From an optimization exercise on the open Yosys and OpenROAD flow, aimed at small area; shortcuts taken in it are not production practice.
In this exercise RTL edits were held to simulation tests only and were not proved equivalent to the original.
No driver is modelled on the clock port, so clocking that relies on it looks cheaper here than on a real chip.
Power is estimated from default activity; no workload was simulated.

Setup of v6:
## uart_main
module uart_main(
        input             sys_clk,
        input             rst,
        input [3:0]       key,
        input             UART_RX,
        input             SPI_MISO,
        output wire [3:0] scathod,
        output wire [6:0] ssegment,
        output wire [3:0] led,
        output wire       UART_TX,
        output wire       SPI_SCK,
        output wire       SPI_MOSI,
        output wire       SPI_SS
);
For scale: about 760 cells after synthesis, about 190 flip-flops, about 27 I/O pins, about 0.0076 mm² of cells after synthesis.
export LEC_CHECK = 0
export CAP_MARGIN = 20
export CORE_MARGIN = 2
export CORE_UTILIZATION = 60
export SLEW_MARGIN = 20
export SYNTH_MEMORY_MAX_BITS = 4096
create_clock -name core_clock -period 10.0 [get_ports {sys_clk}]
standard.sh (not shown) runs the stock make flow with config.mk's settings and CLKGATE_MAP_FILE= SYNTH_SCRIPT=/design/flow/synth_recipe.tcl, a recipe that flattens the netlist after the stock synthesis.
==> flow/flow/run.sh <==
#!/bin/bash
# Own layout flow: the standard ORFS flow (standard.sh) with five changes.
#  1. Synthesis is synth_recipe.tcl unchanged except that Yosys's abc call uses
#     flow/area.abc, an area-oriented logic mapping script, instead of ORFS's speed
#     script. Registers are mapped before abc, so they keep their names and cells.
#  2. CTS runs without dummy loads (-dont_use_dummy_load), with clkbuf_8 buffers.
#  3. Ports are buffered (as the standard flow does) with sky130_fd_sc_hd__buf_1.
#  4. No adder extraction before abc (ADDER_MAP_FILE empty): abc maps the adders
#     together with the rest of the logic.
#  5. After CTS, flow/leafsize.tcl downsizes clock buffers (smallest fanout first)
#     as long as every flip-flop clock pin keeps a slew of at most 115 ps
#     (placement parasitics); the flow then goes on from the resized CTS result.
# Each tool's output goes to the ORFS logs under orfs/logs; make's output to flow.log.
set -euo pipefail
W=$(pwd)
F=$W/flow
{
  printf 'proc abc {args} {\n'
  printf '  set i [lsearch $args -script]\n'
  printf '  set args [lreplace $args $i [expr {$i + 1}] -script %s]\n' "$F/area.abc"
  printf '  yosys abc {*}$args\n'
  printf '}\n'
  cat "$W/synth_recipe.tcl"
} > "$W/area_synth.tcl"
sed -e "s#$W/synth_recipe.tcl#$W/area_synth.tcl#g" -e 's#^make -C \(.*\) "\${@:-finish}"$#make -C \1 ADDER_MAP_FILE= "${@:-finish}"#' "$W/standard.sh" > "$W/area_standard.sh"
grep -q "ADDER_MAP_FILE= " "$W/area_standard.sh"
grep -q area_synth.tcl "$W/area_standard.sh"
export CTS_ARGS="-sink_clustering_enable -repair_clock_nets -dont_use_dummy_load -buf_list sky130_fd_sc_hd__clkbuf_8"
export BUFFER_PORTS_ARGS="-buffer_cell sky130_fd_sc_hd__buf_1"
bash "$W/area_standard.sh" cts > "$W/flow_to_cts.log" 2>&1
R=$W/orfs/results/sky130hd/uart_main/base
CTS_RESULTS=$R openroad -no_init -no_splash -exit "$F/leafsize.tcl" > "$W/leafsize.log" 2>&1
cp "$R/4_1_cts.odb" "$R/4_cts.odb"
touch "$R/4_cts.sdc"
bash "$W/area_standard.sh" > "$W/flow.log" 2>&1
Other scripts of this flow, unchanged in this note and not shown: flow/flow/area.abc, flow/flow/leafsize.tcl
diff inputs: v6 => v7
--- a/flow/design.v
+++ b/flow/design.v
@@ -122,26 +122,25 @@
 reg  [3:0]  cc;
 reg  [3:0]  bc;
 reg  [7:0]  sr;
 reg  [15:0] crc;
 reg  [7:0]  len;
 reg  [7:0]  adr;
 reg  [7:0]  i;
 reg         rd, mem, cok, ahok;
 reg         inited;
 wire        c0 = i[7];   
 reg         ss_n, sck, txr;
 reg         rx0_n, rx1;    
-reg  [3:0]  led_n;    
-wire [3:0]  led_r = ~led_n;
+reg  [3:0]  led_r;
 reg  [15:0] dig;
 reg  [3:0]  sh_led;
 reg  [7:0]  sh_dh, sh_dl;
 wire [3:0] kst;
 wire is_rx  = (ph[4:3] == 2'b00);
 wire is_tx  = (ph[4:3] == 2'b01);
 wire is_spi = ph[4];
 wire [3:0] ccn = cc + 4'd1;
 wire cc15 = (cc == 4'd15);
 wire bc_idle = bc[3] & (bc[2:0] != 3'd0) & (bc[2:0] != 3'd7);
 wire eq  = (i == len);
 wire eqA = (i == adr);
@@ -188,25 +187,25 @@
 always @(*)
 begin
         case (i[2:0])
         3'd0: cmdb = {3'b010, inited, 3'b000, c0 | inited};
         3'd5: cmdb = (c0 | inited) ? 8'hFF : 8'h95;
         default: cmdb = 8'h00;
         endcase
 end
 assign SPI_MOSI = (ph == S_CMD) ? cmdb[~bc[2:0]] : 1'b1;
 assign SPI_SCK  = sck;
 assign SPI_SS   = ss_n;
 assign UART_TX  = txr;
-assign led      = led_n;
+assign led      = ~led_r;
 wire rdv = rd;          
 always @(posedge sys_clk)
 begin
         begin
                 rx0_n <= ~UART_RX;
                 rx1   <= ~rx0_n;
                 cc  <= ccn;
                 sck <= is_spi & ~bc[3] & ccn[3];
                 txr <= ~is_tx | (bc[3] ? (bc[2:0] != 3'd7) : bbit);
                 if (cc == 4'd7 && !bc[3] && !is_tx)
                         sr <= {is_spi ? SPI_MISO : rx1, sr[7:1]};
                 if (feed)
@@ -263,25 +262,25 @@
                                                 if (offv && offs[1:0] == 2'd2)
                                                         sh_dl <= sr;
                                                 i <= i + 8'd1;
                                         end
                                 end
                                 default:  
                                 begin
                                         if (!crc_bad && aok && cok)
                                         begin
                                                 if (!rd && !mem && ~|adr[7:2])
                                                 begin
                                                         if (adr[1:0] == 2'd0 && len != 8'd0)
-                                                                led_n <= ~sh_led;
+                                                                led_r <= sh_led;
                                                         if ((adr[1:0] == 2'd0 && len > 8'd1) ||
                                                             (adr[1:0] == 2'd1 && len != 8'd0))
                                                                 dig[15:8] <= sh_dh;
                                                         if ((adr[1:0] == 2'd0 && len > 8'd2) ||
                                                             (adr[1:0] == 2'd1 && len > 8'd1) ||
                                                             (adr[1:0] == 2'd2 && len != 8'd0))
                                                                 dig[7:0] <= sh_dl;
                                                 end
                                                 crc <= 16'hFFFF;
                                                 ph  <= R_CMD;
                                         end
                                         else
@@ -372,25 +371,25 @@
                 end
         end
         if (rst)
         begin
                 ph     <= P_CMD;
                 bc     <= 4'd9;
                 crc    <= 16'hFFFF;
                 inited <= 1'b0;
                 ss_n   <= 1'b1;
                 txr    <= 1'b1;
                 rx0_n  <= 1'b0;
                 rx1    <= 1'b1;
-                led_n  <= 4'hF;
+                led_r  <= 4'd0;
                 dig    <= 16'd0;
         end
 end
 chatter_button key1(.i_sys_clk(sys_clk), .i_rst(rst), .i_key(key[0]), .o_signal(kst[0]));
 chatter_button key2(.i_sys_clk(sys_clk), .i_rst(rst), .i_key(key[1]), .o_signal(kst[1]));
 chatter_button key3(.i_sys_clk(sys_clk), .i_rst(rst), .i_key(key[2]), .o_signal(kst[2]));
 chatter_button key4(.i_sys_clk(sys_clk), .i_rst(rst), .i_key(key[3]), .o_signal(kst[3]));
 seven_seg digit_display(
         .i_sys_clk(sys_clk),
         .i_rst(rst),
         .i_digit(dig),
         .o_scathod(scathod),
Findings:
Relative to v6, proportion of synthesized chip area in sequential cells has gone down in v7. Of v6 and v7, v6 shows the lower first-iteration DRC count, with v7 above it. [compare] base=v6 new=v7: data arrival time of the critical path climbed 440 ps, area of the mapped netlist moved up. Against v6 as the reference, v7 delivers a lower global-route usage. v6 and v7 ended up with roughly the same global-route wire length before repair. Compared with v6, v7 shows a higher number of cells in the design after placement. Post-route fraction of the period consumed by the critical path: v7 > v6. Total power per unit cell area of v7 falls short of that of v6 by a few percent. In the tables for v6 and v7, minimum hold slack reads lower with v7. Fraction of the mapped netlist area in simple logic gates for v7 is lower than for v6. A endpoint of the most critical setup path of ssegment[1] is what v6 shows, while ssegment[3] belongs to v7. Comparing v6 and v7, the lower count of placed standard cells in the final layout, fillers left out is on v6. | path length in cells of the critical path | v7 vs v6 | 6 higher |.

---

## the reference run
Another version of the RTL of uart_main (not shown whole).
For scale: roughly 780 cells after synthesis, about 190 flip-flops, ~27 I/O pins, roughly 7700 um2 of cells after synthesis.
==> module chatter_button, before the edit <==
module chatter_button
(
        input       i_sys_clk,
        input       i_rst,
        input       i_key,
        output wire o_signal
);
reg PB_sync_0;
reg PB_sync_1;
reg PB_state;
localparam [12:0] INV = 13'h0AAA;
reg  [12:0] PB_cnt_q;
wire [12:0] PB_cnt = PB_cnt_q ^ INV;
wire PB_cnt_max = (PB_cnt == 13'h1BA4);
wire PB_clear = (PB_sync_1 == PB_state) || PB_cnt_max;
wire [12:0] PB_cnt_next = PB_clear ? 13'd0 : {PB_cnt[11:0], ~(PB_cnt[12] ^ PB_cnt[11])};
assign o_signal = PB_state;
always @(posedge i_sys_clk) PB_sync_0 <= i_rst ? 1'b0 : i_key;
always @(posedge i_sys_clk) PB_sync_1 <= i_rst ? 1'b0 : PB_sync_0;
always @(posedge i_sys_clk)
        PB_cnt_q <= PB_cnt_next ^ INV;
always @(posedge i_sys_clk)
begin
        if (i_rst)
                PB_state <= 1'b0;
        else if (PB_sync_1 != PB_state && PB_cnt_max)
                PB_state <= ~PB_state;
end
endmodule
==> module seven_seg, before the edit <==
module seven_seg
(
        input            i_sys_clk,
        input            i_rst,
        input [15:0]     i_digit,
        output wire [3:0] o_scathod,
        output reg [6:0] o_ssegment
);
localparam [12:0] INV = 13'h0AAA;
reg [12:0] lf_q;
wire [12:0] lf = lf_q ^ INV;
reg [1:0]  dsel;
reg        run;
wire       lf_end = (lf == 13'h1BA4);
wire [13:0] cnt = {dsel, 12'd0};
always @(posedge i_sys_clk)
begin
        if (i_rst)
        begin
                lf_q <= 13'h1BA4 ^ INV;
                dsel <= 2'd3;
                run  <= 1'b0;
        end
        else
        begin
                lf_q <= (lf_end ? 13'd0 : {lf[11:0], ~(lf[12] ^ lf[11])}) ^ INV;
                if (lf_end)
                        dsel <= dsel + 2'd1;
                run  <= 1'b1;
        end
end
assign o_scathod = {~run | (cnt[13:12] != 2'd0),
                    ~run | (cnt[13:12] != 2'd1),
                    ~run | (cnt[13:12] != 2'd2),
                    ~run | (cnt[13:12] != 2'd3)};
wire [3:0] out_seg = cnt[13] ? (cnt[12] ? i_digit[15:12] : i_digit[11:8])
                             : (cnt[12] ? i_digit[7:4]   : i_digit[3:0]);
always @(*)
begin
        case (out_seg)
        4'h0: o_ssegment = ~7'b0111111;
        4'h1: o_ssegment = ~7'b0000110;
        4'h2: o_ssegment = ~7'b1011011;
        4'h3: o_ssegment = ~7'b1001111;
        4'h4: o_ssegment = ~7'b1100110;
        4'h5: o_ssegment = ~7'b1101101;
        4'h6: o_ssegment = ~7'b1111101;
        4'h7: o_ssegment = ~7'b0000111;
        4'h8: o_ssegment = ~7'b1111111;
        4'h9: o_ssegment = ~7'b1101111;
        4'ha: o_ssegment = ~7'b1110111;
        4'hb: o_ssegment = ~7'b1111100;
        4'hc: o_ssegment = ~7'b0111001;
        4'hd: o_ssegment = ~7'b1011110;
        4'he: o_ssegment = ~7'b1111001;
        default: o_ssegment = ~7'b1110001;
        endcase
end
endmodule
==> flow/config.mk <==
export PLATFORM = sky130hd
export DESIGN_NAME = uart_main
export DESIGN_NICKNAME = uart_main
export VERILOG_FILES = /design/flow/design.v
export SDC_FILE = /design/flow/constraint.sdc
export NUM_CORES = 4
export LEC_CHECK = 0
export CAP_MARGIN = 20
export CORE_MARGIN = 2
export CORE_UTILIZATION = 40
export SLEW_MARGIN = 20
export SYNTH_MEMORY_MAX_BITS = 4096
==> flow/constraint.sdc <==
create_clock -name core_clock -period 10.0 [get_ports {sys_clk}]
set_input_delay 2.0000 -clock core_clock [delete_from_list [all_inputs] [get_ports {sys_clk}]]
set_output_delay 2.0000 -clock core_clock [all_outputs]
set_load 0.01 [all_outputs]
==> flow/flow/run.sh <==
#!/bin/bash
# Own layout flow: the standard ORFS flow (standard.sh) with four changes.
#  1. Synthesis is synth_recipe.tcl unchanged except that Yosys's abc call uses
#     flow/area.abc, an area-oriented logic mapping script, instead of ORFS's speed
#     script. Registers are mapped before abc, so they keep their names and cells.
#  2. CTS runs without dummy loads (-dont_use_dummy_load), with clkbuf_8 buffers.
#  3. Ports are buffered (as the standard flow does) with sky130_fd_sc_hd__buf_1.
#  4. No adder extraction before abc (ADDER_MAP_FILE empty): abc maps the adders
#     together with the rest of the logic.
# Each tool's output goes to the ORFS logs under orfs/logs; make's output to flow.log.
set -euo pipefail
W=$(pwd)
F=$W/flow
{
  printf 'proc abc {args} {\n'
  printf '  set i [lsearch $args -script]\n'
  printf '  set args [lreplace $args $i [expr {$i + 1}] -script %s]\n' "$F/area.abc"
  printf '  yosys abc {*}$args\n'
  printf '}\n'
  cat "$W/synth_recipe.tcl"
} > "$W/area_synth.tcl"
sed -e "s#$W/synth_recipe.tcl#$W/area_synth.tcl#g" -e 's#^make -C \(.*\) "\${@:-finish}"$#make -C \1 ADDER_MAP_FILE= "${@:-finish}"#' "$W/standard.sh" > "$W/area_standard.sh"
grep -q "ADDER_MAP_FILE= " "$W/area_standard.sh"
grep -q area_synth.tcl "$W/area_standard.sh"
export CTS_ARGS="-sink_clustering_enable -repair_clock_nets -dont_use_dummy_load -buf_list sky130_fd_sc_hd__clkbuf_8"
export BUFFER_PORTS_ARGS="-buffer_cell sky130_fd_sc_hd__buf_1"
bash "$W/area_standard.sh" > "$W/flow.log" 2>&1
==> flow/flow/area.abc <==
strash; &get -n; &st; &deepsyn -J 20 -S 1; &dch -f; &nf -R 1000; &put
Inputs modified between the reference run and the trial run:
--- a/flow/design.v
+++ b/flow/design.v
@@ -8,17 +8,18 @@
 reg PB_sync_0;
 reg PB_sync_1;
 reg PB_state;
-localparam [12:0] INV = 13'h0AAA;
-reg  [12:0] PB_cnt_q;
-wire [12:0] PB_cnt = PB_cnt_q ^ INV;
+reg [12:0] PB_cnt;
 wire PB_cnt_max = (PB_cnt == 13'h1BA4);
-wire PB_clear = (PB_sync_1 == PB_state) || PB_cnt_max;
-wire [12:0] PB_cnt_next = PB_clear ? 13'd0 : {PB_cnt[11:0], ~(PB_cnt[12] ^ PB_cnt[11])};
 assign o_signal = PB_state;
 always @(posedge i_sys_clk) PB_sync_0 <= i_rst ? 1'b0 : i_key;
 always @(posedge i_sys_clk) PB_sync_1 <= i_rst ? 1'b0 : PB_sync_0;
 always @(posedge i_sys_clk)
-        PB_cnt_q <= PB_cnt_next ^ INV;
+begin
+        if (PB_sync_1 == PB_state || PB_cnt_max)
+                PB_cnt <= 13'd0;
+        else
+                PB_cnt <= {PB_cnt[11:0], ~(PB_cnt[12] ^ PB_cnt[11])};
+end
 always @(posedge i_sys_clk)
 begin
         if (i_rst)
@@ -35,9 +36,7 @@
         output wire [3:0] o_scathod,
         output reg [6:0] o_ssegment
 );
-localparam [12:0] INV = 13'h0AAA;
-reg [12:0] lf_q;
-wire [12:0] lf = lf_q ^ INV;
+reg [12:0] lf;
 reg [1:0]  dsel;
 reg        run;
 wire       lf_end = (lf == 13'h1BA4);
@@ -46,13 +45,13 @@
 begin
         if (i_rst)
         begin
-                lf_q <= 13'h1BA4 ^ INV;
+                lf   <= 13'h1BA4;
                 dsel <= 2'd3;
                 run  <= 1'b0;
         end
         else
         begin
-                lf_q <= (lf_end ? 13'd0 : {lf[11:0], ~(lf[12] ^ lf[11])}) ^ INV;
+                lf   <= lf_end ? 13'd0 : {lf[11:0], ~(lf[12] ^ lf[11])};
                 if (lf_end)
                         dsel <= dsel + 2'd1;
                 run  <= 1'b1;
## What came out
The trial run packs its core more loosely than the reference run. Reported net switching power, the reference run and the trial run: smaller value in the trial run. Total power on the trial run is ahead of the reference run. In the trial run the share of the cycle needed by the critical path after routing turned out 3.7 points lower than in the reference run. Reported clock group power across the reference run and the trial run: no real change.

==> what the ideal ports hide <==
In the flow no input, the clock included, has a driving cell. The finished layouts below were timed again as built, in two steps.
Step 1 (the two cells are an assumption about what drives the block):
set clk [get_ports {sys_clk}]
set_driving_cell -lib_cell sky130_fd_sc_hd__clkbuf_16 $clk
set_driving_cell -lib_cell sky130_fd_sc_hd__buf_2 [delete_from_list [all_inputs] $clk]
Step 2 adds t to the input delays and takes it off the output delays; t is the mean of the earliest and latest rising clock arrival at the registers after step 1. Input paths then give back, and output paths get back, about the clock's delay inside the block.
a / b / c = ideal ports / drivers / drivers and shift; a / b = the first two.
| run | t, ns | slack for setup (ns) | latest minus earliest clock arrival (ns) |
|---|---|---|---|
| v6 | 0.598 | 5.283 / 5.245 / 5.540 | 0.048 / 0.048 |
| v7 | 0.483 | 4.839 / 4.797 / 5.280 | 0.038 / 0.039 |
| the reference run | 0.475 | 5.044 / 5.005 / 5.480 | 0.035 / 0.035 |
| the trial run | 0.495 | 5.417 / 5.379 / 5.778 | 0.042 / 0.042 |
After both steps setup and hold are still met in every run listed.
